Source: an optimization exercise on an open RTL-to-GDS flow (aim: small area and a short achievable clock period). Production flows keep margins and buffers that such runs may drop.
Function not checked in this run: the RTL went through the layout flow alone.

--- run.sh ---
#!/bin/bash
# synth_recipe.tcl (not shown) runs the flow's synth.tcl, then flattens the netlist and writes it again
# the make line also repeats each setting of config.mk as NAME=value (left out here)
make -C /OpenROAD-flow-scripts/flow DESIGN_CONFIG=/design/flow/config.mk WORK_HOME=/design/flow/orfs CLKGATE_MAP_FILE= SYNTH_SCRIPT=/design/flow/synth_recipe.tcl finish
--- config.mk ---
export PLATFORM = sky130hd
export DESIGN_NAME = DCT_one_dimensional
export DESIGN_NICKNAME = DCT_one_dimensional
export VERILOG_FILES = /design/flow/design.v
export SDC_FILE = /design/flow/constraint.sdc
export NUM_CORES = 4
export LEC_CHECK = 0
export ABC_AREA = 1
export CAP_MARGIN = 20
export CORE_MARGIN = 2
export CORE_UTILIZATION = 40
export CTS_BUF_LIST = sky130_fd_sc_hd__clkbuf_4 sky130_fd_sc_hd__clkbuf_8
export SETUP_SLACK_MARGIN = 2.5
export SLEW_MARGIN = 20
--- constraint.sdc ---
create_clock -name core_clock -period 5.0 [get_ports {sys_clk}]
set_input_delay 1.0000 -clock core_clock [delete_from_list [all_inputs] [get_ports {sys_clk}]]
set_output_delay 1.0000 -clock core_clock [all_outputs]
set_load 0.01 [all_outputs]
--- design.v ---
module DA_z0
(
    input   wire            sys_clk ,
    input   wire    [15:0]  h_lo    ,    
    input   wire    [15:0]  h_hi    ,    
    input   wire    [15:0]  h_p     ,    
    input   wire    [15:0]  h_n     ,    
    input   wire            clr     ,
    output  wire    [11:0]  z
);
wire    [11:0]  ra  ;
wire    [11:0]  rb  ;
assign  ra[ 0] = 1'b0;
assign  ra[ 1] = h_lo[1] | h_lo[2] | h_lo[4] | h_lo[7] | h_lo[8] | h_lo[11] | h_lo[13] | h_lo[14];
assign  ra[ 2] = h_lo[3] | h_lo[5] | h_lo[6] | h_lo[7] | h_lo[9] | h_lo[10] | h_lo[11] | h_lo[12] | h_lo[13] | h_lo[14];
assign  ra[ 3] = h_lo[1] | h_lo[2] | h_lo[4] | h_lo[7] | h_lo[8] | h_lo[11] | h_lo[13] | h_lo[14] | h_lo[15];
assign  ra[ 4] = h_lo[3] | h_lo[5] | h_lo[6] | h_lo[7] | h_lo[9] | h_lo[10] | h_lo[11] | h_lo[12] | h_lo[13] | h_lo[14];
assign  ra[ 5] = h_lo[1] | h_lo[2] | h_lo[4] | h_lo[7] | h_lo[8] | h_lo[11] | h_lo[13] | h_lo[14] | h_lo[15];
assign  ra[ 6] = h_lo[1] | h_lo[2] | h_lo[3] | h_lo[4] | h_lo[5] | h_lo[6] | h_lo[8] | h_lo[9] | h_lo[10] | h_lo[12];
assign  ra[ 7] = h_lo[3] | h_lo[5] | h_lo[6] | h_lo[9] | h_lo[10] | h_lo[12] | h_lo[15];
assign  ra[ 8] = h_lo[1] | h_lo[2] | h_lo[4] | h_lo[8] | h_lo[15];
assign  ra[ 9] = h_lo[3] | h_lo[5] | h_lo[6] | h_lo[9] | h_lo[10] | h_lo[12];
assign  ra[10] = h_lo[7] | h_lo[11] | h_lo[13] | h_lo[14] | h_lo[15];
assign  ra[11] = 1'b0;
assign  rb[ 0] = 1'b0;
assign  rb[ 1] = h_hi[1] | h_hi[2] | h_hi[4] | h_hi[7] | h_hi[8] | h_hi[11] | h_hi[13] | h_hi[14];
assign  rb[ 2] = h_hi[3] | h_hi[5] | h_hi[6] | h_hi[7] | h_hi[9] | h_hi[10] | h_hi[11] | h_hi[12] | h_hi[13] | h_hi[14];
assign  rb[ 3] = h_p[1] | h_p[2] | h_p[4] | h_p[7] | h_p[8] | h_p[11] | h_p[13] | h_p[14] | h_p[15] | h_n[0] | h_n[3] | h_n[5] | h_n[6] | h_n[9] | h_n[10] | h_n[12];
assign  rb[ 4] = h_hi[7] | h_hi[11] | h_hi[13] | h_hi[14] | h_p[3] | h_p[5] | h_p[6] | h_p[9] | h_p[10] | h_p[12] | h_n[0];
assign  rb[ 5] = h_p[1] | h_p[2] | h_p[4] | h_p[7] | h_p[8] | h_p[11] | h_p[13] | h_p[14] | h_p[15] | h_n[3] | h_n[5] | h_n[6] | h_n[9] | h_n[10] | h_n[12];
assign  rb[ 6] = h_hi[1] | h_hi[2] | h_hi[4] | h_hi[8] | h_p[3] | h_p[5] | h_p[6] | h_p[9] | h_p[10] | h_p[12] | h_n[0];
assign  rb[ 7] = h_p[3] | h_p[5] | h_p[6] | h_p[9] | h_p[10] | h_p[12] | h_p[15] | h_n[1] | h_n[2] | h_n[4] | h_n[7] | h_n[8] | h_n[11] | h_n[13] | h_n[14];
assign  rb[ 8] = h_hi[1] | h_hi[2] | h_hi[4] | h_hi[8] | h_p[15] | h_n[3] | h_n[5] | h_n[6] | h_n[9] | h_n[10] | h_n[12];
assign  rb[ 9] = h_p[3] | h_p[5] | h_p[6] | h_p[9] | h_p[10] | h_p[12] | h_n[0] | h_n[1] | h_n[2] | h_n[4] | h_n[7] | h_n[8] | h_n[11] | h_n[13] | h_n[14];
assign  rb[10] = h_hi[7] | h_hi[11] | h_hi[13] | h_hi[14] | h_p[15] | h_n[3] | h_n[5] | h_n[6] | h_n[9] | h_n[10] | h_n[12];
assign  rb[11] = h_n[0] | h_n[1] | h_n[2] | h_n[3] | h_n[4] | h_n[5] | h_n[6] | h_n[7] | h_n[8] | h_n[9] | h_n[10] | h_n[11] | h_n[12] | h_n[13] | h_n[14];
reg     [13:0]  v   ;
reg     [11:0]  acc ;
reg     [1:0]   low ;
wire    [13:0]  sum = {{2{acc[11]}}, acc} + v;
always @(posedge sys_clk) begin
    v   <= {{2{ra[11]}}, ra} + {rb[11], rb, 1'b0};
    acc <= sum[13:2] & {12{~clr}};
    low <= sum[1:0];
end
assign z = {acc[9:0], low};
endmodule
module DA_z1
(
    input   wire            sys_clk ,
    input   wire    [15:0]  h_lo    ,    
    input   wire    [15:0]  h_hi    ,    
    input   wire    [15:0]  h_p     ,    
    input   wire    [15:0]  h_n     ,    
    input   wire            clr     ,
    output  wire    [11:0]  z
);
wire    [11:0]  ra  ;
wire    [11:0]  rb  ;
assign  ra[ 0] = 1'b0;
assign  ra[ 1] = h_lo[1] | h_lo[2] | h_lo[5] | h_lo[6] | h_lo[9] | h_lo[10] | h_lo[13] | h_lo[14];
assign  ra[ 2] = h_lo[1] | h_lo[4] | h_lo[6] | h_lo[7] | h_lo[8] | h_lo[10] | h_lo[11] | h_lo[13];
assign  ra[ 3] = h_lo[2] | h_lo[4] | h_lo[7] | h_lo[9] | h_lo[10] | h_lo[14];
assign  ra[ 4] = h_lo[1] | h_lo[4] | h_lo[5] | h_lo[7] | h_lo[9] | h_lo[13];
assign  ra[ 5] = h_lo[1] | h_lo[2] | h_lo[3] | h_lo[7] | h_lo[8] | h_lo[13] | h_lo[14] | h_lo[15];
assign  ra[ 6] = h_lo[1] | h_lo[6] | h_lo[8] | h_lo[9] | h_lo[13];
assign  ra[ 7] = h_lo[1] | h_lo[2] | h_lo[3] | h_lo[6] | h_lo[7] | h_lo[12];
assign  ra[ 8] = h_lo[1] | h_lo[2] | h_lo[3] | h_lo[4] | h_lo[5] | h_lo[12] | h_lo[13] | h_lo[14] | h_lo[15];
assign  ra[ 9] = h_lo[3] | h_lo[5] | h_lo[6] | h_lo[9] | h_lo[10] | h_lo[13] | h_lo[14];
assign  ra[10] = h_lo[7] | h_lo[11] | h_lo[15];
assign  ra[11] = 1'b0;
assign  rb[ 0] = 1'b0;
assign  rb[ 1] = h_hi[1] | h_hi[2] | h_hi[5] | h_hi[6] | h_hi[9] | h_hi[10] | h_hi[13] | h_hi[14];
assign  rb[ 2] = h_hi[1] | h_hi[4] | h_hi[6] | h_hi[7] | h_hi[8] | h_hi[10] | h_hi[11] | h_hi[13];
assign  rb[ 3] = h_hi[2] | h_hi[4] | h_hi[7] | h_hi[9] | h_hi[10] | h_hi[14];
assign  rb[ 4] = h_hi[1] | h_hi[4] | h_hi[5] | h_hi[7] | h_hi[9] | h_hi[13];
assign  rb[ 5] = h_p[1] | h_p[2] | h_p[3] | h_p[7] | h_p[8] | h_p[13] | h_p[14] | h_p[15] | h_n[0] | h_n[4] | h_n[5] | h_n[6] | h_n[9] | h_n[10] | h_n[11] | h_n[12];
assign  rb[ 6] = h_hi[1] | h_hi[8] | h_hi[13] | h_p[6] | h_p[9] | h_n[0] | h_n[4] | h_n[5] | h_n[10] | h_n[11] | h_n[12];
assign  rb[ 7] = h_hi[1] | h_hi[2] | h_hi[3] | h_hi[6] | h_hi[7] | h_p[12] | h_n[0] | h_n[4] | h_n[5] | h_n[10] | h_n[11];
assign  rb[ 8] = h_hi[4] | h_hi[5] | h_p[1] | h_p[2] | h_p[3] | h_p[12] | h_p[13] | h_p[14] | h_p[15] | h_n[6] | h_n[7] | h_n[8] | h_n[9];
assign  rb[ 9] = h_hi[3] | h_hi[13] | h_hi[14] | h_p[5] | h_p[6] | h_p[9] | h_p[10] | h_n[0] | h_n[4] | h_n[7] | h_n[8] | h_n[11];
assign  rb[10] = h_hi[7] | h_hi[11] | h_p[15] | h_n[1] | h_n[2] | h_n[3] | h_n[5] | h_n[6] | h_n[9] | h_n[10] | h_n[12] | h_n[13] | h_n[14];
assign  rb[11] = h_n[0] | h_n[1] | h_n[2] | h_n[3] | h_n[4] | h_n[5] | h_n[6] | h_n[7] | h_n[8] | h_n[9] | h_n[10] | h_n[11] | h_n[12] | h_n[13] | h_n[14];
reg     [13:0]  v   ;
reg     [11:0]  acc ;
reg     [1:0]   low ;
wire    [13:0]  sum = {{2{acc[11]}}, acc} + v;
always @(posedge sys_clk) begin
    v   <= {{2{ra[11]}}, ra} + {rb[11], rb, 1'b0};
    acc <= sum[13:2] & {12{~clr}};
    low <= sum[1:0];
end
assign z = {acc[9:0], low};
endmodule
module DA_z2
(
    input   wire            sys_clk ,
    input   wire    [15:0]  h_lo    ,    
    input   wire    [15:0]  h_hi    ,    
    input   wire            clr     ,
    output  wire    [11:0]  z
);
wire    [11:0]  ra  ;
wire    [11:0]  rb  ;
assign  ra[ 0] = h_lo[1] | h_lo[3] | h_lo[5] | h_lo[7] | h_lo[8] | h_lo[10] | h_lo[12] | h_lo[14];
assign  ra[ 1] = h_lo[8] | h_lo[10] | h_lo[12] | h_lo[14];
assign  ra[ 2] = h_lo[2] | h_lo[3] | h_lo[4] | h_lo[5] | h_lo[8] | h_lo[11] | h_lo[13] | h_lo[14];
assign  ra[ 3] = h_lo[1] | h_lo[3] | h_lo[4] | h_lo[7] | h_lo[10] | h_lo[13];
assign  ra[ 4] = h_lo[1] | h_lo[3] | h_lo[4] | h_lo[5] | h_lo[7] | h_lo[13];
assign  ra[ 5] = h_lo[4] | h_lo[8] | h_lo[10] | h_lo[12] | h_lo[13] | h_lo[14];
assign  ra[ 6] = h_lo[1] | h_lo[2] | h_lo[7] | h_lo[10] | h_lo[11] | h_lo[12];
assign  ra[ 7] = h_lo[1] | h_lo[2] | h_lo[3] | h_lo[7] | h_lo[10] | h_lo[11];
assign  ra[ 8] = h_lo[1] | h_lo[4] | h_lo[5] | h_lo[7] | h_lo[12] | h_lo[13];
assign  ra[ 9] = h_lo[3] | h_lo[4] | h_lo[8] | h_lo[10] | h_lo[13] | h_lo[14];
assign  ra[10] = h_lo[4] | h_lo[8] | h_lo[10] | h_lo[12] | h_lo[13] | h_lo[14];
assign  ra[11] = h_lo[4] | h_lo[8] | h_lo[10] | h_lo[12] | h_lo[13] | h_lo[14];
assign  rb[ 0] = h_hi[1] | h_hi[3] | h_hi[5] | h_hi[7] | h_hi[8] | h_hi[10] | h_hi[12] | h_hi[14];
assign  rb[ 1] = h_hi[8] | h_hi[10] | h_hi[12] | h_hi[14];
assign  rb[ 2] = h_hi[2] | h_hi[3] | h_hi[4] | h_hi[5] | h_hi[8] | h_hi[11] | h_hi[13] | h_hi[14];
assign  rb[ 3] = h_hi[1] | h_hi[3] | h_hi[4] | h_hi[7] | h_hi[10] | h_hi[13];
assign  rb[ 4] = h_hi[1] | h_hi[3] | h_hi[4] | h_hi[5] | h_hi[7] | h_hi[13];
assign  rb[ 5] = h_hi[4] | h_hi[8] | h_hi[10] | h_hi[12] | h_hi[13] | h_hi[14];
assign  rb[ 6] = h_hi[1] | h_hi[2] | h_hi[7] | h_hi[10] | h_hi[11] | h_hi[12];
assign  rb[ 7] = h_hi[1] | h_hi[2] | h_hi[3] | h_hi[7] | h_hi[10] | h_hi[11];
assign  rb[ 8] = h_hi[1] | h_hi[4] | h_hi[5] | h_hi[7] | h_hi[12] | h_hi[13];
assign  rb[ 9] = h_hi[3] | h_hi[4] | h_hi[8] | h_hi[10] | h_hi[13] | h_hi[14];
assign  rb[10] = h_hi[4] | h_hi[8] | h_hi[10] | h_hi[12] | h_hi[13] | h_hi[14];
assign  rb[11] = h_hi[4] | h_hi[8] | h_hi[10] | h_hi[12] | h_hi[13] | h_hi[14];
reg     [13:0]  v   ;
reg     [11:0]  acc ;
reg     [1:0]   low ;
wire    [13:0]  sum = {{2{acc[11]}}, acc} + v;
always @(posedge sys_clk) begin
    v   <= {{2{ra[11]}}, ra} + {rb[11], rb, 1'b0};
    acc <= sum[13:2] & {12{~clr}};
    low <= sum[1:0];
end
assign z = {acc[9:0], low};
endmodule
module DA_z3
(
    input   wire            sys_clk ,
    input   wire    [15:0]  h_lo    ,    
    input   wire    [15:0]  h_hi    ,    
    input   wire    [15:0]  h_p     ,    
    input   wire    [15:0]  h_n     ,    
    input   wire            clr     ,
    output  wire    [11:0]  z
);
wire    [11:0]  ra  ;
wire    [11:0]  rb  ;
assign  ra[ 0] = 1'b0;
assign  ra[ 1] = h_lo[1] | h_lo[3] | h_lo[4] | h_lo[6] | h_lo[9] | h_lo[11] | h_lo[12] | h_lo[14];
assign  ra[ 2] = h_lo[2] | h_lo[3] | h_lo[5] | h_lo[6] | h_lo[8] | h_lo[9] | h_lo[12] | h_lo[15];
assign  ra[ 3] = h_lo[1] | h_lo[2] | h_lo[4] | h_lo[9] | h_lo[11] | h_lo[12] | h_lo[13] | h_lo[14];
assign  ra[ 4] = h_lo[2] | h_lo[5] | h_lo[7] | h_lo[13] | h_lo[15];
assign  ra[ 5] = h_lo[1] | h_lo[5] | h_lo[6] | h_lo[8] | h_lo[11] | h_lo[12] | h_lo[15];
assign  ra[ 6] = h_lo[3] | h_lo[7] | h_lo[8] | h_lo[12];
assign  ra[ 7] = h_lo[1] | h_lo[2] | h_lo[5] | h_lo[6] | h_lo[8] | h_lo[9] | h_lo[10] | h_lo[12] | h_lo[13] | h_lo[14];
assign  ra[ 8] = h_lo[1] | h_lo[2] | h_lo[3] | h_lo[5] | h_lo[6] | h_lo[7];
assign  ra[ 9] = h_lo[2] | h_lo[4] | h_lo[5] | h_lo[7] | h_lo[8] | h_lo[10] | h_lo[13] | h_lo[15];
assign  ra[10] = h_lo[2] | h_lo[4] | h_lo[5] | h_lo[6] | h_lo[7] | h_lo[8] | h_lo[10] | h_lo[12] | h_lo[13] | h_lo[14] | h_lo[15];
assign  ra[11] = h_lo[2] | h_lo[4] | h_lo[5] | h_lo[6] | h_lo[7] | h_lo[8] | h_lo[10] | h_lo[12] | h_lo[13] | h_lo[14] | h_lo[15];
assign  rb[ 0] = 1'b0;
assign  rb[ 1] = h_hi[1] | h_hi[3] | h_hi[4] | h_hi[6] | h_hi[9] | h_hi[11] | h_hi[12] | h_hi[14];
assign  rb[ 2] = h_p[2] | h_p[3] | h_p[5] | h_p[6] | h_p[8] | h_p[9] | h_p[12] | h_p[15] | h_n[0] | h_n[1] | h_n[4] | h_n[7] | h_n[10] | h_n[11] | h_n[13] | h_n[14];
assign  rb[ 3] = h_hi[2] | h_hi[9] | h_hi[12] | h_p[1] | h_p[4] | h_p[11] | h_p[13] | h_p[14] | h_n[0] | h_n[7] | h_n[10];
assign  rb[ 4] = h_hi[7] | h_p[2] | h_p[5] | h_p[13] | h_p[15] | h_n[1] | h_n[3] | h_n[4] | h_n[6] | h_n[8] | h_n[9] | h_n[11] | h_n[12] | h_n[14];
assign  rb[ 5] = h_hi[1] | h_hi[6] | h_hi[8] | h_hi[11] | h_hi[12] | h_p[5] | h_p[15] | h_n[2] | h_n[13];
assign  rb[ 6] = h_p[3] | h_p[7] | h_p[8] | h_p[12] | h_n[0] | h_n[1] | h_n[2] | h_n[4] | h_n[6] | h_n[9] | h_n[10] | h_n[11] | h_n[13] | h_n[14];
assign  rb[ 7] = h_hi[5] | h_hi[8] | h_hi[12] | h_p[1] | h_p[2] | h_p[6] | h_p[9] | h_p[10] | h_p[13] | h_p[14] | h_n[0] | h_n[4] | h_n[11];
assign  rb[ 8] = h_hi[1] | h_hi[2] | h_hi[3] | h_hi[5] | h_hi[6] | h_hi[7] | h_n[0] | h_n[4] | h_n[11];
assign  rb[ 9] = h_hi[4] | h_p[2] | h_p[5] | h_p[7] | h_p[8] | h_p[10] | h_p[13] | h_p[15] | h_n[1] | h_n[3] | h_n[6] | h_n[9] | h_n[12] | h_n[14];
assign  rb[10] = h_hi[4] | h_hi[6] | h_hi[12] | h_hi[14] | h_p[2] | h_p[5] | h_p[7] | h_p[8] | h_p[10] | h_p[13] | h_p[15];
assign  rb[11] = h_hi[4] | h_hi[6] | h_hi[12] | h_hi[14] | h_p[2] | h_p[5] | h_p[7] | h_p[8] | h_p[10] | h_p[13] | h_p[15];
reg     [13:0]  v   ;
reg     [11:0]  acc ;
reg     [1:0]   low ;
wire    [13:0]  sum = {{2{acc[11]}}, acc} + v;
always @(posedge sys_clk) begin
    v   <= {{2{ra[11]}}, ra} + {rb[11], rb, 1'b0};
    acc <= sum[13:2] & {12{~clr}};
    low <= sum[1:0];
end
assign z = {acc[9:0], low};
endmodule
module DA_z4
(
    input   wire            sys_clk ,
    input   wire    [15:0]  h_lo    ,    
    input   wire    [15:0]  h_hi    ,    
    input   wire            clr     ,
    output  wire    [11:0]  z
);
wire    [11:0]  ra  ;
wire    [11:0]  rb  ;
assign  ra[ 0] = 1'b0;
assign  ra[ 1] = h_lo[1] | h_lo[2] | h_lo[4] | h_lo[7] | h_lo[8] | h_lo[11] | h_lo[13] | h_lo[14];
assign  ra[ 2] = h_lo[2] | h_lo[4] | h_lo[6] | h_lo[7] | h_lo[9] | h_lo[14];
assign  ra[ 3] = h_lo[1] | h_lo[6] | h_lo[8] | h_lo[11] | h_lo[13];
assign  ra[ 4] = h_lo[2] | h_lo[4] | h_lo[7] | h_lo[9] | h_lo[14];
assign  ra[ 5] = h_lo[1] | h_lo[6] | h_lo[8] | h_lo[11] | h_lo[13];
assign  ra[ 6] = h_lo[1] | h_lo[8] | h_lo[9] | h_lo[11] | h_lo[13];
assign  ra[ 7] = h_lo[2] | h_lo[4] | h_lo[7] | h_lo[9] | h_lo[14];
assign  ra[ 8] = h_lo[1] | h_lo[6] | h_lo[8] | h_lo[11] | h_lo[13];
assign  ra[ 9] = h_lo[2] | h_lo[4] | h_lo[7] | h_lo[9] | h_lo[14];
assign  ra[10] = h_lo[2] | h_lo[4] | h_lo[6] | h_lo[7] | h_lo[14];
assign  ra[11] = h_lo[2] | h_lo[4] | h_lo[6] | h_lo[7] | h_lo[14];
assign  rb[ 0] = 1'b0;
assign  rb[ 1] = h_hi[1] | h_hi[2] | h_hi[4] | h_hi[7] | h_hi[8] | h_hi[11] | h_hi[13] | h_hi[14];
assign  rb[ 2] = h_hi[2] | h_hi[4] | h_hi[6] | h_hi[7] | h_hi[9] | h_hi[14];
assign  rb[ 3] = h_hi[1] | h_hi[6] | h_hi[8] | h_hi[11] | h_hi[13];
assign  rb[ 4] = h_hi[2] | h_hi[4] | h_hi[7] | h_hi[9] | h_hi[14];
assign  rb[ 5] = h_hi[1] | h_hi[6] | h_hi[8] | h_hi[11] | h_hi[13];
assign  rb[ 6] = h_hi[1] | h_hi[8] | h_hi[9] | h_hi[11] | h_hi[13];
assign  rb[ 7] = h_hi[2] | h_hi[4] | h_hi[7] | h_hi[9] | h_hi[14];
assign  rb[ 8] = h_hi[1] | h_hi[6] | h_hi[8] | h_hi[11] | h_hi[13];
assign  rb[ 9] = h_hi[2] | h_hi[4] | h_hi[7] | h_hi[9] | h_hi[14];
assign  rb[10] = h_hi[2] | h_hi[4] | h_hi[6] | h_hi[7] | h_hi[14];
assign  rb[11] = h_hi[2] | h_hi[4] | h_hi[6] | h_hi[7] | h_hi[14];
reg     [13:0]  v   ;
reg     [11:0]  acc ;
reg     [1:0]   low ;
wire    [13:0]  sum = {{2{acc[11]}}, acc} + v;
always @(posedge sys_clk) begin
    v   <= {{2{ra[11]}}, ra} + {rb[11], rb, 1'b0};
    acc <= sum[13:2] & {12{~clr}};
    low <= sum[1:0];
end
assign z = {acc[9:0], low};
endmodule
module DA_z5
(
    input   wire            sys_clk ,
    input   wire    [15:0]  h_lo    ,    
    input   wire    [15:0]  h_hi    ,    
    input   wire    [15:0]  h_p     ,    
    input   wire    [15:0]  h_n     ,    
    input   wire            clr     ,
    output  wire    [11:0]  z
);
wire    [11:0]  ra  ;
wire    [11:0]  rb  ;
assign  ra[ 0] = 1'b0;
assign  ra[ 1] = h_lo[2] | h_lo[3] | h_lo[6] | h_lo[7] | h_lo[8] | h_lo[9] | h_lo[12] | h_lo[13];
assign  ra[ 2] = h_lo[1] | h_lo[3] | h_lo[4] | h_lo[6] | h_lo[9] | h_lo[10] | h_lo[12] | h_lo[15];
assign  ra[ 3] = h_lo[1] | h_lo[2] | h_lo[6] | h_lo[7] | h_lo[8] | h_lo[12] | h_lo[13] | h_lo[14];
assign  ra[ 4] = h_lo[1] | h_lo[10] | h_lo[11] | h_lo[14] | h_lo[15];
assign  ra[ 5] = h_lo[3] | h_lo[4] | h_lo[6] | h_lo[8] | h_lo[10] | h_lo[13] | h_lo[15];
assign  ra[ 6] = h_lo[4] | h_lo[6] | h_lo[9] | h_lo[11];
assign  ra[ 7] = h_lo[5] | h_lo[7] | h_lo[8] | h_lo[9] | h_lo[10] | h_lo[11];
assign  ra[ 8] = h_lo[1] | h_lo[3] | h_lo[5] | h_lo[7] | h_lo[8] | h_lo[10] | h_lo[13] | h_lo[15];
assign  ra[ 9] = h_lo[2] | h_lo[3] | h_lo[6] | h_lo[7] | h_lo[9] | h_lo[10] | h_lo[12] | h_lo[13];
assign  ra[10] = h_lo[2] | h_lo[3] | h_lo[6] | h_lo[7] | h_lo[10];
assign  ra[11] = h_lo[2] | h_lo[3] | h_lo[6] | h_lo[7] | h_lo[10];
assign  rb[ 0] = 1'b0;
assign  rb[ 1] = h_hi[2] | h_hi[3] | h_hi[6] | h_hi[7] | h_hi[8] | h_hi[9] | h_hi[12] | h_hi[13];
assign  rb[ 2] = h_p[1] | h_p[3] | h_p[4] | h_p[6] | h_p[9] | h_p[10] | h_p[12] | h_p[15] | h_n[0] | h_n[2] | h_n[5] | h_n[7] | h_n[8] | h_n[11] | h_n[13] | h_n[14];
assign  rb[ 3] = h_hi[1] | h_hi[6] | h_hi[12] | h_p[2] | h_p[7] | h_p[8] | h_p[13] | h_p[14] | h_n[0] | h_n[5] | h_n[11];
assign  rb[ 4] = h_hi[11] | h_p[1] | h_p[10] | h_p[14] | h_p[15] | h_n[2] | h_n[3] | h_n[4] | h_n[6] | h_n[7] | h_n[8] | h_n[9] | h_n[12] | h_n[13];
assign  rb[ 5] = h_hi[3] | h_hi[4] | h_hi[6] | h_hi[8] | h_hi[13] | h_p[10] | h_p[15] | h_n[1] | h_n[14];
assign  rb[ 6] = h_p[4] | h_p[6] | h_p[9] | h_p[11] | h_n[0] | h_n[1] | h_n[2] | h_n[3] | h_n[5] | h_n[7] | h_n[8] | h_n[12] | h_n[13] | h_n[14];
assign  rb[ 7] = h_hi[9] | h_hi[10] | h_hi[11] | h_p[5] | h_p[7] | h_p[8] | h_n[0] | h_n[1] | h_n[2] | h_n[3] | h_n[12] | h_n[13] | h_n[14];
assign  rb[ 8] = h_hi[1] | h_hi[3] | h_hi[13] | h_p[5] | h_p[7] | h_p[8] | h_p[10] | h_p[15] | h_n[4] | h_n[6] | h_n[9] | h_n[11];
assign  rb[ 9] = h_hi[7] | h_hi[10] | h_p[2] | h_p[3] | h_p[6] | h_p[9] | h_p[12] | h_p[13] | h_n[0] | h_n[1] | h_n[4] | h_n[11] | h_n[14];
assign  rb[10] = h_hi[2] | h_hi[3] | h_hi[6] | h_hi[7] | h_hi[10] | h_n[0] | h_n[1] | h_n[4] | h_n[11] | h_n[14];
assign  rb[11] = h_hi[2] | h_hi[3] | h_hi[6] | h_hi[7] | h_hi[10] | h_n[0] | h_n[1] | h_n[4] | h_n[11] | h_n[14];
reg     [13:0]  v   ;
reg     [11:0]  acc ;
reg     [1:0]   low ;
wire    [13:0]  sum = {{2{acc[11]}}, acc} + v;
always @(posedge sys_clk) begin
    v   <= {{2{ra[11]}}, ra} + {rb[11], rb, 1'b0};
    acc <= sum[13:2] & {12{~clr}};
    low <= sum[1:0];
end
assign z = {acc[9:0], low};
endmodule
module DA_z6
(
    input   wire            sys_clk ,
    input   wire    [15:0]  h_lo    ,    
    input   wire    [15:0]  h_hi    ,    
    input   wire            clr     ,
    output  wire    [11:0]  z
);
wire    [11:0]  ra  ;
wire    [11:0]  rb  ;
assign  ra[ 0] = h_lo[2] | h_lo[3] | h_lo[4] | h_lo[5] | h_lo[10] | h_lo[11] | h_lo[12] | h_lo[13];
assign  ra[ 1] = h_lo[2] | h_lo[3] | h_lo[10] | h_lo[11];
assign  ra[ 2] = h_lo[1] | h_lo[2] | h_lo[5] | h_lo[7] | h_lo[8] | h_lo[11] | h_lo[12] | h_lo[14];
assign  ra[ 3] = h_lo[3] | h_lo[4] | h_lo[5] | h_lo[8] | h_lo[13] | h_lo[14];
assign  ra[ 4] = h_lo[4] | h_lo[5] | h_lo[8] | h_lo[12] | h_lo[13] | h_lo[14];
assign  ra[ 5] = h_lo[2] | h_lo[3] | h_lo[8] | h_lo[10] | h_lo[11] | h_lo[14];
assign  ra[ 6] = h_lo[1] | h_lo[3] | h_lo[4] | h_lo[7] | h_lo[10] | h_lo[13];
assign  ra[ 7] = h_lo[1] | h_lo[3] | h_lo[4] | h_lo[5] | h_lo[7] | h_lo[13];
assign  ra[ 8] = h_lo[4] | h_lo[8] | h_lo[10] | h_lo[12] | h_lo[13] | h_lo[14];
assign  ra[ 9] = h_lo[2] | h_lo[3] | h_lo[5] | h_lo[8] | h_lo[11] | h_lo[14];
assign  ra[10] = h_lo[2] | h_lo[3] | h_lo[8] | h_lo[10] | h_lo[11] | h_lo[14];
assign  ra[11] = h_lo[2] | h_lo[3] | h_lo[8] | h_lo[10] | h_lo[11] | h_lo[14];
assign  rb[ 0] = h_hi[2] | h_hi[3] | h_hi[4] | h_hi[5] | h_hi[10] | h_hi[11] | h_hi[12] | h_hi[13];
assign  rb[ 1] = h_hi[2] | h_hi[3] | h_hi[10] | h_hi[11];
assign  rb[ 2] = h_hi[1] | h_hi[2] | h_hi[5] | h_hi[7] | h_hi[8] | h_hi[11] | h_hi[12] | h_hi[14];
assign  rb[ 3] = h_hi[3] | h_hi[4] | h_hi[5] | h_hi[8] | h_hi[13] | h_hi[14];
assign  rb[ 4] = h_hi[4] | h_hi[5] | h_hi[8] | h_hi[12] | h_hi[13] | h_hi[14];
assign  rb[ 5] = h_hi[2] | h_hi[3] | h_hi[8] | h_hi[10] | h_hi[11] | h_hi[14];
assign  rb[ 6] = h_hi[1] | h_hi[3] | h_hi[4] | h_hi[7] | h_hi[10] | h_hi[13];
assign  rb[ 7] = h_hi[1] | h_hi[3] | h_hi[4] | h_hi[5] | h_hi[7] | h_hi[13];
assign  rb[ 8] = h_hi[4] | h_hi[8] | h_hi[10] | h_hi[12] | h_hi[13] | h_hi[14];
assign  rb[ 9] = h_hi[2] | h_hi[3] | h_hi[5] | h_hi[8] | h_hi[11] | h_hi[14];
assign  rb[10] = h_hi[2] | h_hi[3] | h_hi[8] | h_hi[10] | h_hi[11] | h_hi[14];
assign  rb[11] = h_hi[2] | h_hi[3] | h_hi[8] | h_hi[10] | h_hi[11] | h_hi[14];
reg     [13:0]  v   ;
reg     [11:0]  acc ;
reg     [1:0]   low ;
wire    [13:0]  sum = {{2{acc[11]}}, acc} + v;
always @(posedge sys_clk) begin
    v   <= {{2{ra[11]}}, ra} + {rb[11], rb, 1'b0};
    acc <= sum[13:2] & {12{~clr}};
    low <= sum[1:0];
end
assign z = {acc[9:0], low};
endmodule
module DA_z7
(
    input   wire            sys_clk ,
    input   wire    [15:0]  h_lo    ,    
    input   wire    [15:0]  h_hi    ,    
    input   wire    [15:0]  h_p     ,    
    input   wire    [15:0]  h_n     ,    
    input   wire            clr     ,
    output  wire    [11:0]  z
);
wire    [11:0]  ra  ;
wire    [11:0]  rb  ;
assign  ra[ 0] = 1'b0;
assign  ra[ 1] = h_lo[4] | h_lo[5] | h_lo[6] | h_lo[7] | h_lo[8] | h_lo[9] | h_lo[10] | h_lo[11];
assign  ra[ 2] = h_lo[1] | h_lo[2] | h_lo[5] | h_lo[6] | h_lo[9] | h_lo[10] | h_lo[12] | h_lo[15];
assign  ra[ 3] = h_lo[3] | h_lo[4] | h_lo[5] | h_lo[6] | h_lo[8] | h_lo[9] | h_lo[10] | h_lo[13] | h_lo[14] | h_lo[15];
assign  ra[ 4] = h_lo[7] | h_lo[11] | h_lo[12] | h_lo[13] | h_lo[14] | h_lo[15];
assign  ra[ 5] = h_lo[1] | h_lo[2] | h_lo[4] | h_lo[7] | h_lo[9] | h_lo[10] | h_lo[12] | h_lo[15];
assign  ra[ 6] = h_lo[1] | h_lo[2] | h_lo[3] | h_lo[7] | h_lo[9] | h_lo[10] | h_lo[11] | h_lo[15];
assign  ra[ 7] = h_lo[2] | h_lo[4] | h_lo[6] | h_lo[7] | h_lo[10] | h_lo[12] | h_lo[14] | h_lo[15];
assign  ra[ 8] = h_lo[3] | h_lo[4] | h_lo[11] | h_lo[12];
assign  ra[ 9] = h_lo[2] | h_lo[3] | h_lo[5] | h_lo[8] | h_lo[9] | h_lo[12] | h_lo[14] | h_lo[15];
assign  ra[10] = h_lo[2] | h_lo[3] | h_lo[8] | h_lo[9] | h_lo[10] | h_lo[11] | h_lo[12] | h_lo[14] | h_lo[15];
assign  ra[11] = h_lo[2] | h_lo[3] | h_lo[8] | h_lo[9] | h_lo[10] | h_lo[11] | h_lo[12] | h_lo[14] | h_lo[15];
assign  rb[ 0] = 1'b0;
assign  rb[ 1] = h_hi[4] | h_hi[5] | h_hi[6] | h_hi[7] | h_hi[8] | h_hi[9] | h_hi[10] | h_hi[11];
assign  rb[ 2] = h_p[1] | h_p[2] | h_p[5] | h_p[6] | h_p[9] | h_p[10] | h_p[12] | h_p[15] | h_n[0] | h_n[3] | h_n[4] | h_n[7] | h_n[8] | h_n[11] | h_n[13] | h_n[14];
assign  rb[ 3] = h_hi[3] | h_hi[4] | h_hi[8] | h_hi[13] | h_hi[14] | h_p[5] | h_p[6] | h_p[9] | h_p[10] | h_p[15] | h_n[1] | h_n[2] | h_n[12];
assign  rb[ 4] = h_hi[7] | h_hi[11] | h_hi[12] | h_hi[13] | h_hi[14] | h_p[15] | h_n[5] | h_n[6] | h_n[9] | h_n[10];
assign  rb[ 5] = h_hi[1] | h_hi[2] | h_hi[4] | h_hi[7] | h_hi[9] | h_hi[10] | h_hi[12] | h_p[15];
assign  rb[ 6] = h_hi[1] | h_hi[2] | h_hi[3] | h_hi[7] | h_hi[9] | h_hi[10] | h_hi[11] | h_p[15];
assign  rb[ 7] = h_hi[2] | h_hi[4] | h_hi[6] | h_hi[7] | h_hi[10] | h_hi[12] | h_hi[14] | h_p[15];
assign  rb[ 8] = h_p[3] | h_p[4] | h_p[11] | h_p[12] | h_n[0] | h_n[1] | h_n[2] | h_n[5] | h_n[6] | h_n[7] | h_n[8] | h_n[9] | h_n[10] | h_n[13] | h_n[14];
assign  rb[ 9] = h_hi[2] | h_hi[5] | h_hi[8] | h_hi[9] | h_hi[14] | h_p[3] | h_p[12] | h_p[15] | h_n[4] | h_n[11];
assign  rb[10] = h_hi[2] | h_hi[8] | h_hi[9] | h_hi[10] | h_hi[11] | h_hi[14] | h_p[3] | h_p[12] | h_p[15];
assign  rb[11] = h_hi[2] | h_hi[8] | h_hi[9] | h_hi[10] | h_hi[11] | h_hi[14] | h_p[3] | h_p[12] | h_p[15];
reg     [13:0]  v   ;
reg     [11:0]  acc ;
reg     [1:0]   low ;
wire    [13:0]  sum = {{2{acc[11]}}, acc} + v;
always @(posedge sys_clk) begin
    v   <= {{2{ra[11]}}, ra} + {rb[11], rb, 1'b0};
    acc <= sum[13:2] & {12{~clr}};
    low <= sum[1:0];
end
assign z = {acc[9:0], low};
endmodule
module DCT_one_dimensional
(
    input   wire                    sys_clk         ,
    input   wire                    sys_rst_n       ,
    input   wire                    start           ,
    input   wire            [95:0]  DCT_data_in     ,
    output  wire    signed  [11:0]  DCT_data_o_z0   ,
    output  wire    signed  [11:0]  DCT_data_o_z1   ,
    output  wire    signed  [11:0]  DCT_data_o_z2   ,
    output  wire    signed  [11:0]  DCT_data_o_z3   ,
    output  wire    signed  [11:0]  DCT_data_o_z4   ,
    output  wire    signed  [11:0]  DCT_data_o_z5   ,
    output  wire    signed  [11:0]  DCT_data_o_z6   ,
    output  wire    signed  [11:0]  DCT_data_o_z7   ,
    output  wire                    data_en
);
reg     [9:1]   st      ;
always @(posedge sys_clk or negedge sys_rst_n)
    if (sys_rst_n == 1'b0)
        st <= 9'd0;
    else
        st <= {st[8:1], start};
assign data_en = st[9];
reg             busy    ;
always @(posedge sys_clk or negedge sys_rst_n)
    if (sys_rst_n == 1'b0)
        busy <= 1'b0;
    else if (start == 1'b1)
        busy <= 1'b1;
    else if (st[5] == 1'b1)
        busy <= 1'b0;
wire    b_last  = st[6];
wire    a_clr   = st[2];
reg     [95:0]  xs      ;
wire    [95:0]  xs_nxt  ;
genvar          gi, gj;
generate
    for (gi = 0; gi < 8; gi = gi + 1) begin : g_smp
        for (gj = 0; gj < 12; gj = gj + 1) begin : g_bit
            if (gj >= 10) begin : g_top
                assign xs_nxt[12*gi+gj] = DCT_data_in[12*gi+gj];
            end else begin : g_shf
                assign xs_nxt[12*gi+gj] = busy ? xs[12*gi+gj+2] : DCT_data_in[12*gi+gj];
            end
        end
    end
endgenerate
always @(posedge sys_clk)
    xs <= xs_nxt;
reg     [3:0]   ce, cd  ;        
wire    [3:0]   ce_n, cd_n, el_n, eh_n, dl_n, dh_n;
generate
    for (gi = 0; gi < 4; gi = gi + 1) begin : g_bfly
        wire a0 = xs[12*gi];
        wire a1 = xs[12*gi+1];
        wire b0 = xs[12*(7-gi)];
        wire b1 = xs[12*(7-gi)+1] ^ b_last;
        wire n0 = ~xs[12*(7-gi)];
        wire n1 = ~xs[12*(7-gi)+1] ^ b_last;
        wire ec0 = ce[gi];
        wire es0 = a0 ^ b0 ^ ec0;
        wire ec1 = (a0 & b0) | (a0 & ec0) | (b0 & ec0);
        wire es1 = a1 ^ b1 ^ ec1;
        wire ec2 = (a1 & b1) | (a1 & ec1) | (b1 & ec1);
        wire dc0 = cd[gi];
        wire ds0 = a0 ^ n0 ^ dc0;
        wire dc1 = (a0 & n0) | (a0 & dc0) | (n0 & dc0);
        wire ds1 = a1 ^ n1 ^ dc1;
        wire dc2 = (a1 & n1) | (a1 & dc1) | (n1 & dc1);
        assign ce_n[gi] = busy & ec2;
        assign cd_n[gi] = ~busy | dc2;
        assign el_n[gi] = es0;
        assign eh_n[gi] = es1;
        assign dl_n[gi] = ds0;
        assign dh_n[gi] = ds1;
    end
endgenerate
wire    [15:0]  eh1 = 16'd1 << eh_n;
wire    [15:0]  dh1 = 16'd1 << dh_n;
reg     [15:0]  oel, oeh, odl, odh, oeh_p, oeh_n, odh_p, odh_n;
always @(posedge sys_clk) begin
    ce    <= ce_n;
    cd    <= cd_n;
    oel   <= 16'd1 << el_n;
    odl   <= 16'd1 << dl_n;
    oeh   <= eh1;
    odh   <= dh1;
    oeh_p <= eh1 & {16{~b_last}};
    oeh_n <= eh1 & {16{b_last}};
    odh_p <= dh1 & {16{~b_last}};
    odh_n <= dh1 & {16{b_last}};
end
DA_z0 DA_z0_inst (.sys_clk(sys_clk), .h_lo(oel), .h_hi(oeh), .h_p(oeh_p), .h_n(oeh_n), .clr(a_clr), .z(DCT_data_o_z0));
DA_z1 DA_z1_inst (.sys_clk(sys_clk), .h_lo(odl), .h_hi(odh), .h_p(odh_p), .h_n(odh_n), .clr(a_clr), .z(DCT_data_o_z1));
DA_z2 DA_z2_inst (.sys_clk(sys_clk), .h_lo(oel), .h_hi(oeh),                            .clr(a_clr), .z(DCT_data_o_z2));
DA_z3 DA_z3_inst (.sys_clk(sys_clk), .h_lo(odl), .h_hi(odh), .h_p(odh_p), .h_n(odh_n), .clr(a_clr), .z(DCT_data_o_z3));
DA_z4 DA_z4_inst (.sys_clk(sys_clk), .h_lo(oel), .h_hi(oeh),                            .clr(a_clr), .z(DCT_data_o_z4));
DA_z5 DA_z5_inst (.sys_clk(sys_clk), .h_lo(odl), .h_hi(odh), .h_p(odh_p), .h_n(odh_n), .clr(a_clr), .z(DCT_data_o_z5));
DA_z6 DA_z6_inst (.sys_clk(sys_clk), .h_lo(oel), .h_hi(oeh),                            .clr(a_clr), .z(DCT_data_o_z6));
DA_z7 DA_z7_inst (.sys_clk(sys_clk), .h_lo(odl), .h_hi(odh), .h_p(odh_p), .h_n(odh_n), .clr(a_clr), .z(DCT_data_o_z7));
endmodule
==> run summary <==
# TYPE chip_impl_metric gauge
chip_impl_info{name="run_status",value="finished clean"} 1
chip_impl_metric{name="reg2regPathDepth",unit=""} 13
chip_impl_metric{name="synth_cell_types",unit=""} 41
chip_impl_metric{name="timing.hold.worst_path_depth",unit=""} 0
chip_impl_metric{name="max_freq",unit="MHz"} 427.0
chip_impl_metric{name="finalWirelength",unit="um"} 58880
chip_impl_metric{name="layout.filler_cells",unit=""} 5920
chip_impl_metric{name="ant_nets",unit=""} 0
chip_impl_metric{name="worstMarginPinSlew",unit="ns"} 1.111
chip_impl_info{name="critical_path_startpoint_category",value="register"} 1
chip_impl_metric{name="die_width",unit="um"} 247.0
chip_impl_metric{name="final_min_period_over_clock_period",unit="%"} 46.84
chip_impl_metric{name="clock_insertion_delay_at_the_later_pin_of_the_skew_report",unit="ns"} 0.66
chip_impl_metric{name="postCtsHoldBufs",unit=""} 0
chip_impl_metric{name="final-hold-violation-count",unit=""} 0
chip_impl_metric{name="async_reset_ff_share",unit="%"} 2.257
chip_impl_metric{name="final_layout_size_suffix_gt1_share",unit="%"} 6.991
chip_impl_metric{name="cts_inserted_buffers",unit=""} 78
chip_impl_metric{name="ys_seq_elements",unit=""} 443
chip_impl_metric{name="num_io_pins",unit=""} 196
chip_impl_info{name="min_path_type",value="reg -> reg"} 1
chip_impl_metric{name="final_util",unit="%"} 47.05
chip_impl_metric{name="critical_path_required",unit="ns"} 4.00
chip_impl_metric{name="detailedPlace.worstSlack",unit="ns"} 2.392
chip_impl_metric{name="grt_pass1_wl",unit="um"} 94960
chip_impl_metric{name="avgRoutedWirePerCell",unit="um"} 13.72
chip_impl_metric{name="finalCriticalPeriod",unit="ns"} 2.342
chip_impl_metric{name="grt_pass1_vias",unit=""} 19000
chip_impl_info{name="crit_path_top_delay_cell",value="sky130_fd_sc_hd__dlygate4sd2_1"} 1
chip_impl_metric{name="synth_area_per_cell",unit="sq um"} 7.165
chip_impl_info{name="critPathCaptureType",value="output pin"} 1
chip_impl_metric{name="cts-root-to-sink-buffers",unit=""} 3
chip_impl_metric{name="final-max-slew-violation-count",unit=""} 0
chip_impl_metric{name="dr_vias",unit=""} 20430
chip_impl_metric{name="drt_drc_violations_left",unit=""} 0
chip_impl_metric{name="routabilityCongestion",unit=""} 0.9504
chip_impl_metric{name="final_net_count",unit=""} 3761
chip_impl_metric{name="vias_per_cell",unit=""} 4.760
chip_impl_info{name="yosys_most_used_dff",value="sky130_fd_sc_hd__dfxtp_1"} 1
chip_impl_info{name="synth_area_leaders",value="sky130_fd_sc_hd__dfxtp_1 (37%), sky130_fd_sc_hd__nand2_1 (15%), sky130_fd_sc_hd__ha_1 (9.2%), sky130_fd_sc_hd__nor2_1 (6.8%), sky130_fd_sc_hd__inv_1 (6.5%)"} 1
chip_impl_metric{name="cap_violations",unit=""} 0
chip_impl_metric{name="setup-violations-final",unit=""} 0
chip_impl_metric{name="design.die.area",unit="sq um"} 61020
chip_impl_info{name="cts_tree",value="done"} 1
chip_impl_metric{name="met2_wirelength",unit="um"} 24150
chip_impl_metric{name="grt_antenna_before_repair",unit=""} 2
chip_impl_metric{name="area_of_the_mapped_netlist",unit="sq um"} 23620
chip_impl_metric{name="syn_to_final_growth",unit="%"} 16.89
chip_impl_info{name="synth_area_leader_cell",value="sky130_fd_sc_hd__dfxtp_1"} 1
chip_impl_info{name="top_routing_layer_used",value="met4"} 1
chip_impl_info{name="unrepaired_setup_endpoints_after_global_routing",value="true"} 1
chip_impl_metric{name="met3_length",unit="um"} 4652
chip_impl_metric{name="maximum_number_of_pins_on_one_net_before_global_route_repair",unit=""} 90
chip_impl_metric{name="synth-seq-area-share",unit="%"} 37.75
chip_impl_metric{name="total_neg_setup_slack",unit="ns"} 0
chip_impl_metric{name="cts_htree_levels",unit=""} 3
chip_impl_metric{name="synth_warnings",unit=""} 9
chip_impl_metric{name="dpl.hpwl",unit="um"} 45590
chip_impl_info{name="cp_cell_sequence",value="dlygate4sd2_1"} 1
chip_impl_metric{name="fp.coreArea",unit="sq um"} 58690
chip_impl_metric{name="yosysTopAreaCellShare",unit="%"} 36.69
chip_impl_metric{name="synth_cells",unit=""} 3297
chip_impl_metric{name="path_buf_inv",unit=""} 1
chip_impl_metric{name="clk_pin_slew_worst_paths",unit="ns"} 0.06
chip_impl_metric{name="synth_fp_nets",unit=""} 3602
chip_impl_metric{name="num_rows",unit=""} 89
chip_impl_metric{name="globalRouteTotalUtil",unit="%"} 19.33
chip_impl_metric{name="drt-pass1-iter-count",unit=""} 7
chip_impl_metric{name="worst_slack",unit="ns"} 2.658
chip_impl_metric{name="initial_core_utilization",unit="%"} 40.25
chip_impl_metric{name="grt_overflow",unit=""} 0
chip_impl_metric{name="worst_hold_slack",unit="ns"} 0.3450
chip_impl_metric{name="synth-edff-count",unit=""} 0
chip_impl_metric{name="drt-met1-wl",unit="um"} 28140
chip_impl_metric{name="cts_num_sinks",unit=""} 443
chip_impl_metric{name="slew_headroom",unit="%"} 25.91
chip_impl_metric{name="die_y",unit="um"} 247.0
chip_impl_metric{name="first_iter_violations",unit=""} 1423
chip_impl_metric{name="cell_depth_of_the_worst_setup_path",unit=""} 1
chip_impl_info{name="worst_path_dominant_cell_family",value="buffers and inverters"} 1
chip_impl_info{name="critPathKind",value="reg -> out"} 1
chip_impl_metric{name="numPortBuffers",unit=""} 195
chip_impl_metric{name="crit_fanout",unit=""} 2
chip_impl_metric{name="critical-path-max-stage-delay",unit="ns"} 0.37
chip_impl_metric{name="worst-endpoint-arrival",unit="ns"} 1.34
chip_impl_metric{name="finalClockSkew",unit="ns"} 0.03715
chip_impl_info{name="clock-root-buffer",value="sky130_fd_sc_hd__clkbuf_8"} 1
[logic make-up after synthesis]
| logic type | count (synthesis) | share of synthesized area [%] |
|---|---|---|
| buf+inv | 545 | 10.11 |
| flops | 443 | 37.75 |
| xor+xnor | 68 | 2.521 |
| simple gates | 1828 | 32.86 |
| compound gates | 207 | 4.830 |
| fa+ha+maj | 206 | 11.93 |
[final timing paths]
check	startpoint	to	slack (ns)
min in group asynchronous	sys_rst_n	st[9]	0.67
worst max-delay path	DA_z1_inst.acc[5]	DCT_data_o_z1[7]	2.66
worst max register to register	oeh[1]	DA_z2_inst.v[10]	2.67
worst min-delay path	DA_z7_inst.acc[0]	DA_z7_inst.low[0]	0.35
worst min register to register	DA_z7_inst.acc[0]	DA_z7_inst.low[0]	0.35
max in group asynchronous	sys_rst_n	busy	3.96
[cells in the mapped netlist, types with 3 or more instances]
master                       n
sky130_fd_sc_hd__a21o_1      7
sky130_fd_sc_hd__a21oi_1   119
sky130_fd_sc_hd__a31oi_1     8
sky130_fd_sc_hd__and2_1      3
sky130_fd_sc_hd__buf_2      23
sky130_fd_sc_hd__buf_4      83
sky130_fd_sc_hd__clkbuf_1   20
sky130_fd_sc_hd__dfrtp_1    10
sky130_fd_sc_hd__dfxtp_1   433
sky130_fd_sc_hd__fa_1       32
sky130_fd_sc_hd__ha_1      174
sky130_fd_sc_hd__inv_1     410
sky130_fd_sc_hd__inv_2       6
sky130_fd_sc_hd__nand2_1   931
sky130_fd_sc_hd__nand2_2     5
sky130_fd_sc_hd__nand3_1   220
sky130_fd_sc_hd__nand3b_1   10
sky130_fd_sc_hd__nand4_1    80
sky130_fd_sc_hd__nor2_1    428
sky130_fd_sc_hd__nor2_2     10
sky130_fd_sc_hd__nor2_4      3
sky130_fd_sc_hd__nor3_1     92
sky130_fd_sc_hd__nor3_2      4
sky130_fd_sc_hd__nor3b_2    12
sky130_fd_sc_hd__nor4_1     19
sky130_fd_sc_hd__o21ai_0    40
sky130_fd_sc_hd__o21ai_1     8
sky130_fd_sc_hd__o21ai_2     5
sky130_fd_sc_hd__o21bai_1   15
sky130_fd_sc_hd__or2_2       6
sky130_fd_sc_hd__xnor2_1    16
sky130_fd_sc_hd__xor2_1     52
[repair_timing]
| item | CTS | global route |
|---|---|---|
| gates resized for setup | 102 | 39 |
| endpoints found under the setup margin | 156 | 53 |
| buffers inserted | 0 | 9 |
| pin swaps | 0 | 4 |
[sequential cells by signal, summed over array words and instances, names as in the netlist, 13 cells and up]
signal,cells
oeh,14
oeh_n,15
DA_z1_inst.v,13
odh_n,15
oel,15
odh_p,15
DA_z0_inst.v,13
xs,96
oeh_p,15
odl,15
DA_z6_inst.v,13
odh,14
DA_z2_inst.v,13
[layout make-up]
class,count,area [sq um],area share [%]
diodes,1,2.502,0.009063
clock buffers,127,1642,5.945
clock inverters,16,131.4,0.4758
inverters,416,1570,5.687
multi-input cells,2309,12430,45.01
flip-flops and latches,443,8939,32.37
well taps,773,967.2,3.503
repair buffers,208,1932,6.997
[routing by layer]
metal,vias up,GRT usage [%]
li1,10770,-
met1,8882,26.39
met2,653,28.61
met3,129,5.340
met4,0,7.867
met5,-,0
[metrics by stage]
step	cells	area, sq um
global route	4293	27610
detailed placement	4140	25750
global placement	4140	25750
CTS	4283	27410
floorplan	3297	23620
finish	4293	27610
[placed cells by master, fill, tap and decap left out, drive strengths merged]
cell and instances:
nand2 936, nor2 441, dfxtp 433, inv 420, nand3 220, ha 174
clkbuf 127, a21oi 120, clkdlybuf4s50 98, dlygate4sd2 97, nor3 96, nand4 80
o21ai 53, xor2 52, fa 32, nor4 19, o21bai 17, xnor2 16
buf 13, nor3b 12, nand3b 10, dfrtp 10, clkinv 9, a31oi 8
a21o 7, or2 7, and2 4, a21boi 2, and3 2, clkinvlp 2
diode 1, or3 1, bufinv 1

==> port drivers added, routing unchanged <==
The results above use ideal ports. As a check the final layout listed here was re-extracted and re-timed, cells and wires unchanged.
Step 1 (the two cells are an assumption about what drives the block):
set clk [get_ports {sys_clk}]
set_driving_cell -lib_cell sky130_fd_sc_hd__clkbuf_16 $clk
set_driving_cell -lib_cell sky130_fd_sc_hd__buf_2 [delete_from_list [all_inputs] $clk]
Step 2 adds t to the input delays and takes it off the output delays; t is the mean of the earliest and latest rising clock arrival at the registers after step 1. Input paths then give back, and output paths get back, about the clock's delay inside the block.
Three values: no drivers, after step 1, after step 2; two values: the first two.
shift t [ns]: 0.699
setup WS [ns]: 2.658 / 2.601 / 2.667
worst slew at a driven data input, ns: 0.06
cell pins on the clock port's net: 1
After both steps this run still meets setup and hold. For this run, drivers alone change the setup slack by -0.057 ns; drivers and shift together by +0.009 ns.
